What follows belongs to an exercise in optimizing a design on an open flow for a short achievable clock period and few clock cycles; a production flow would make more cautious choices.
At most, simulation tests tie the RTL to the original design; equivalence was not proved.
The clock input has no modelled driver; a real chip could not lean on it and would need a root buffer or a full tree.
Power and IR drop assume default switching activity.

## arm
module arm (
    input  logic        clk, rst,
    input  logic [31:0] Instr,
    input  logic [31:0] ReadData,
    output logic [31:0] WriteData,
    output logic [31:0] PC, ALUResult,
    output logic        MemWrite
);
For scale: ~4600 cells after synthesis, about 56000 µm² of cells after synthesis.
Settings: LEC_CHECK=0, ABC_CLOCK_PERIOD_IN_PS=1000, CAP_MARGIN=20, CORE_MARGIN=2, CORE_UTILIZATION=40, SLEW_MARGIN=20; clock period 16.0 ns.
standard.sh (not shown) runs the stock make flow with config.mk's settings and CLKGATE_MAP_FILE= SYNTH_SCRIPT=/design/flow/synth_recipe.tcl, a recipe that flattens the netlist after the stock synthesis.
==> flow/flow/run.sh <==
#!/bin/bash
# The standard ORFS layout (standard.sh), with three changes:
# - repair_timing is asked to leave SETUP_SLACK_MARGIN ns of setup slack
#   beyond the clock period, so that gates on the critical paths are sized and
#   buffered for speed;
# - it may swap a cell for one of another footprint (MATCH_CELL_FOOTPRINT=0),
#   so that slow port buffers can be replaced;
# - the clock tree is a balanced two-level tree built by flow/mycts.tcl
#   (hooked in with PRE_CTS_TCL) instead of TritonCTS's three-level tree.
# The clock, the SDC, the floorplan, power grid and every other step are
# unchanged. standard.sh's output goes to standard.log; each ORFS step's own
# log is under orfs/logs/.
set -euo pipefail
export SETUP_SLACK_MARGIN="${MARGIN:-12.5}"
export PRE_CTS_TCL="$PWD/flow/cts_hook.tcl"
bash standard.sh MATCH_CELL_FOOTPRINT=0 finish > standard.log 2>&1
Other scripts of this flow, unchanged in this note and not shown: flow/flow/cts_hook.tcl, flow/flow/mycts.tcl
The baseline produced a clean layout.
Testbench counts at the start, summed over its fixed seeds: cycles 32,721.
Next try:
--- a/flow/flow/run.sh
+++ b/flow/flow/run.sh
@@ -1,3 +1,3 @@
 #!/bin/bash
-# The standard ORFS layout (standard.sh), with three changes:
+# The standard ORFS layout (standard.sh), with four changes:
 # - repair_timing is asked to leave SETUP_SLACK_MARGIN ns of setup slack
@@ -7,2 +7,5 @@
 #   so that slow port buffers can be replaced;
+# - synthesis leaves adders to ABC as plain logic (ADDER_MAP_FILE empty),
+#   instead of mapping them to the library's full- and half-adder cells,
+#   whose carry chains ABC cannot restructure; registers are unchanged;
 # - the clock tree is a balanced two-level tree built by flow/mycts.tcl
@@ -13,4 +16,4 @@
 set -euo pipefail
-export SETUP_SLACK_MARGIN="${MARGIN:-12.5}"
+export SETUP_SLACK_MARGIN="${MARGIN:-11.9}"
 export PRE_CTS_TCL="$PWD/flow/cts_hook.tcl"
-bash standard.sh MATCH_CELL_FOOTPRINT=0 finish > standard.log 2>&1
+bash standard.sh MATCH_CELL_FOOTPRINT=0 ADDER_MAP_FILE= finish > standard.log 2>&1
- ABC_CLOCK_PERIOD_IN_PS: 1000 -> 4000
Result: The changed run finished clean; sequential cell count stays the same; wire length came out lower by 2.9%; area after synthesis is about the same; hold slack barely changes; die area is about the same; utilization came out lower by 2.5 points.
No run of this note takes its clock network from TritonCTS; it comes from the design's own scripts or RTL.


## run 1
arm, a different RTL version from the one above (not shown whole).
Size: roughly 910 flip-flops, roughly 160 I/O pins, roughly 48000 µm² of cells after synthesis.
Design arm, start of the top module:
module arm (
    input  logic        clk, rst,
    input  logic [31:0] Instr,
    input  logic [31:0] ReadData,
    output logic [31:0] WriteData,
    output logic [31:0] PC, ALUResult,
    output logic        MemWrite
);
    logic [29:0] PCF;
    logic [3:0]       btb_v;
    logic [3:0][7:0]  btb_tag;    
    logic [3:0][9:0]  btb_tgt;    
    logic [31:0] InstrD;
    logic [29:0] PCD;
    logic        validD;
    logic        validE;
    logic [3:0]  CondE;
    logic        RegWriteE, MemWriteE, MemtoRegE, SubE, AndE, OrrE;
    logic        FlagNZE, FlagCVE;
    logic [3:0]  WA3E;
    logic [31:0] SrcAE, SrcBE, StDataE;
    logic        FwdAME, FwdAWE, FwdBME, FwdBWE, FwdSME, FwdSWE;
    logic [3:0]  FlagsReg;        
    logic [31:0] ALUOutM, WriteDataM;
    logic [3:0]  WA3M;
    logic        RegWriteM, MemWriteM, MemtoRegM;
    logic [31:0] ResultW;
    logic [3:0]  WA3W;
    logic        RegWriteW;
    assign PC        = {PCF, 2'b00};
    assign ALUResult = ALUOutM;
    assign WriteData = WriteDataM;
    assign MemWrite  = MemWriteM;
    function automatic logic cond_pass(input logic [3:0] c, input logic [3:0] f);
        logic n, z, cf, v;
        {n, z, cf, v} = f;
  ...
clock: 16.0 ns
lec_check: 0
abc_clock_period_in_ps: 4000
cap_margin: 20
core_margin: 2
core_utilization: 40
slew_margin: 20
==> flow/flow/run.sh <==
#!/bin/bash
# The standard ORFS layout (standard.sh), with repair_timing asked to leave
# SETUP_SLACK_MARGIN ns of setup slack beyond the clock period, so that gates on
# the critical paths are sized and buffered for speed. The clock, the SDC and
# every other step are unchanged. standard.sh's output goes to standard.log;
# each ORFS step's own log is under orfs/logs/.
set -euo pipefail
export SETUP_SLACK_MARGIN="${MARGIN:-11}"
bash standard.sh > standard.log 2>&1
Run 1: full flow OK, the timing, design-rule and antenna checks passed
Input changes introduced in run 2 (baseline for comparison: run 1):
diff --git a/flow/flow/run.sh b/flow/flow/run.sh
--- a/flow/flow/run.sh
+++ b/flow/flow/run.sh
@@ -8 +8 @@
-export SETUP_SLACK_MARGIN="${MARGIN:-11}"
+export SETUP_SLACK_MARGIN="${MARGIN:-12.5}"
### Flow results
Changes observed in run 2 relative to run 1: post-layout instance area now larger; placed instance area now larger; via count grew by 2215; slack of the worst reg-to-reg path was more or less identical.
From run 1 to run 2 the numbers moved as follows: met3 routed wirelength increased by 6.8% relative to the old numbers, worst hold slack decreased by 0.028 ns relative to the old numbers.
No functional check of the RTL was part of any run of this note.


arm, a different RTL version from the one above (not shown whole).
Size: roughly 1000 flip-flops, about 160 I/O pins.
export LEC_CHECK = 0
export ABC_CLOCK_PERIOD_IN_PS = 4000
export CAP_MARGIN = 20
export CORE_MARGIN = 2
export CORE_UTILIZATION = 40
export SLEW_MARGIN = 20
create_clock -name core_clock -period 16.0 [get_ports {clk}]
==> flow/flow/run.sh <==
#!/bin/bash
# The standard ORFS layout (standard.sh), with three changes:
# - repair_timing is asked to leave SETUP_SLACK_MARGIN ns of setup slack
#   beyond the clock period, so that gates on the critical paths are sized and
#   buffered for speed;
# - it may swap a cell for one of another footprint (MATCH_CELL_FOOTPRINT=0),
#   so that slow port buffers can be replaced;
# - the clock tree is a balanced two-level tree built by flow/mycts.tcl
#   (hooked in with PRE_CTS_TCL) instead of TritonCTS's three-level tree.
# The clock, the SDC, the floorplan, power grid and every other step are
# unchanged. standard.sh's output goes to standard.log; each ORFS step's own
# log is under orfs/logs/.
set -euo pipefail
export SETUP_SLACK_MARGIN="${MARGIN:-12.5}"
export PRE_CTS_TCL="$PWD/flow/cts_hook.tcl"
bash standard.sh MATCH_CELL_FOOTPRINT=0 finish > standard.log 2>&1
Other scripts of this flow, unchanged in this note and not shown: flow/flow/cts_hook.tcl, flow/flow/mycts.tcl
Testbench counts at the start, summed over its fixed seeds: cycles 33,295.
Next try:
==> flow/flow/run.sh (replaced) <==
#!/bin/bash
# The standard ORFS layout (standard.sh), with four changes:
# - repair_timing is asked to leave SETUP_SLACK_MARGIN ns of setup slack
#   beyond the clock period, so that gates on the critical paths are sized and
#   buffered for speed;
# - it may swap a cell for one of another footprint (MATCH_CELL_FOOTPRINT=0),
#   so that slow port buffers can be replaced;
# - synthesis leaves adders to ABC as plain logic (ADDER_MAP_FILE empty),
#   instead of mapping them to the library's full- and half-adder cells,
#   whose carry chains ABC cannot restructure; registers are unchanged;
# - the clock tree is a balanced two-level tree built by flow/mycts.tcl
#   (hooked in with PRE_CTS_TCL) instead of TritonCTS's three-level tree.
# The clock, the SDC, the floorplan, power grid and every other step are
# unchanged. standard.sh's output goes to standard.log; each ORFS step's own
# log is under orfs/logs/.
set -euo pipefail
export SETUP_SLACK_MARGIN="${MARGIN:-12.5}"
export PRE_CTS_TCL="$PWD/flow/cts_hook.tcl"
bash standard.sh MATCH_CELL_FOOTPRINT=0 ADDER_MAP_FILE= finish > standard.log 2>&1
=> Cell area went up by 1.8%; area after synthesis fell by 0.57%; worst setup slack gets worse by 0.092 ns; maximum frequency drops by 2.1%; core utilization increases by 1.4 points; clock power is about the same; global-route usage came out lower by 0.21 points; sequential power came out lower by about 4%; critical path depth came out higher by 1.
No run of this note takes its clock network from TritonCTS; it comes from the design's own scripts or RTL.


RTL: one of the versions met above, not the one the previous note started from.
Size in the first run: ~960 flip-flops, about 0.056 mm2 of cells after synthesis.
Settings: LEC_CHECK=0, ABC_CLOCK_PERIOD_IN_PS=4000, CAP_MARGIN=20, CORE_MARGIN=2, CORE_UTILIZATION=40, SLEW_MARGIN=20; clock period 16.0 ns.
==> flow/flow/run.sh <==
#!/bin/bash
# The standard ORFS layout (standard.sh), with three changes:
# - repair_timing is asked to leave SETUP_SLACK_MARGIN ns of setup slack
#   beyond the clock period, so that gates on the critical paths are sized and
#   buffered for speed;
# - it may swap a cell for one of another footprint (MATCH_CELL_FOOTPRINT=0),
#   so that slow port buffers can be replaced;
# - the clock tree is a balanced two-level tree built by flow/mycts.tcl
#   (hooked in with PRE_CTS_TCL) instead of TritonCTS's three-level tree.
# The clock, the SDC, the floorplan, power grid and every other step are
# unchanged. standard.sh's output goes to standard.log; each ORFS step's own
# log is under orfs/logs/.
set -euo pipefail
export SETUP_SLACK_MARGIN="${MARGIN:-12.5}"
export PRE_CTS_TCL="$PWD/flow/cts_hook.tcl"
bash standard.sh MATCH_CELL_FOOTPRINT=0 finish > standard.log 2>&1
Other scripts of this flow, unchanged in this note and not shown: flow/flow/cts_hook.tcl, flow/flow/mycts.tcl
Testbench counts at the start, summed over its fixed seeds: cycles 32,721.
Then changed:
--- a/flow/flow/run.sh
+++ b/flow/flow/run.sh
@@ -1,3 +1,3 @@
 #!/bin/bash
-# The standard ORFS layout (standard.sh), with three changes:
+# The standard ORFS layout (standard.sh), with four changes:
 # - repair_timing is asked to leave SETUP_SLACK_MARGIN ns of setup slack
@@ -7,2 +7,5 @@
 #   so that slow port buffers can be replaced;
+# - synthesis leaves adders to ABC as plain logic (ADDER_MAP_FILE empty),
+#   instead of mapping them to the library's full- and half-adder cells,
+#   whose carry chains ABC cannot restructure; registers are unchanged;
 # - the clock tree is a balanced two-level tree built by flow/mycts.tcl
@@ -15,2 +18,2 @@
 export PRE_CTS_TCL="$PWD/flow/cts_hook.tcl"
-bash standard.sh MATCH_CELL_FOOTPRINT=0 finish > standard.log 2>&1
+bash standard.sh MATCH_CELL_FOOTPRINT=0 ADDER_MAP_FILE= finish > standard.log 2>&1
After rerunning: Clock skew decreases by 26 ps; final cell count is higher slightly; total power went down by a few percent; fmax rises by a few percent; sequential power fell by a few percent; final area is higher by a few percent; wire length rises by a few percent; die area stays flat.
Then changed:
Settings changed: CORE_UTILIZATION 40 to 55.
Via count decreases by 1.2%.
Area after synthesis stays the same.
Cell area decreases by 1.7%.
Die area decreases by 27%.
Total power decreases by 0.87%.
Sequential cell count does not change.
First-iteration DRC count increases by about 1.4%.
Combinational power decreases by about 6%.
No run of this note takes its clock network from TritonCTS; it comes from the design's own scripts or RTL.

## afterwards: timing with drivers on the ports
Ports are ideal in the flow. The routed layouts listed here were re-timed in OpenROAD. Step 1 (the two cells are an assumption about what drives the block):
set clk [get_ports {clk}]
set_driving_cell -lib_cell sky130_fd_sc_hd__clkbuf_16 $clk
set_driving_cell -lib_cell sky130_fd_sc_hd__buf_2 [delete_from_list [all_inputs] $clk]
Step 2 adds t to the input delays and takes it off the output delays; t is the mean of the earliest and latest rising clock arrival at the registers after step 1. Input paths then give back, and output paths get back, about the clock's delay inside the block. Slacks: no drivers / after step 1 / after step 2; pairs: no drivers / after step 1.
| run | t (ns) | slack for setup (ns) | cell pins on the clock port's net |
|---|---|---|---|
| the first run of note 1 | 0.622 | 11.651 / 11.488 / 11.732 | 4 |
| the second run of note 1 | 0.633 | 11.742 / 11.571 / 11.375 | 4 |
| run 1 | 0.751 | 10.771 / 10.771 / 10.771 | 1 |
| run 2 | 0.747 | 10.758 / 10.758 / 10.758 | 1 |
| the first run of note 3 | 0.620 | 11.792 / 11.637 / 11.379 | 4 |
| the second run of note 3 | 0.627 | 11.700 / 11.538 / 11.514 | 4 |
| the first run of note 4 | 0.622 | 11.651 / 11.488 / 11.732 | 4 |
| the second run of note 4 | 0.621 | 11.772 / 11.605 / 11.660 | 4 |
| the third run of note 4 | 0.634 | 11.755 / 11.581 / 11.814 | 4 |
After both steps every run listed still meets setup and hold. For the first run of note 3, which loses most, drivers alone change the setup slack by -0.155 ns; drivers and shift together by -0.413 ns.
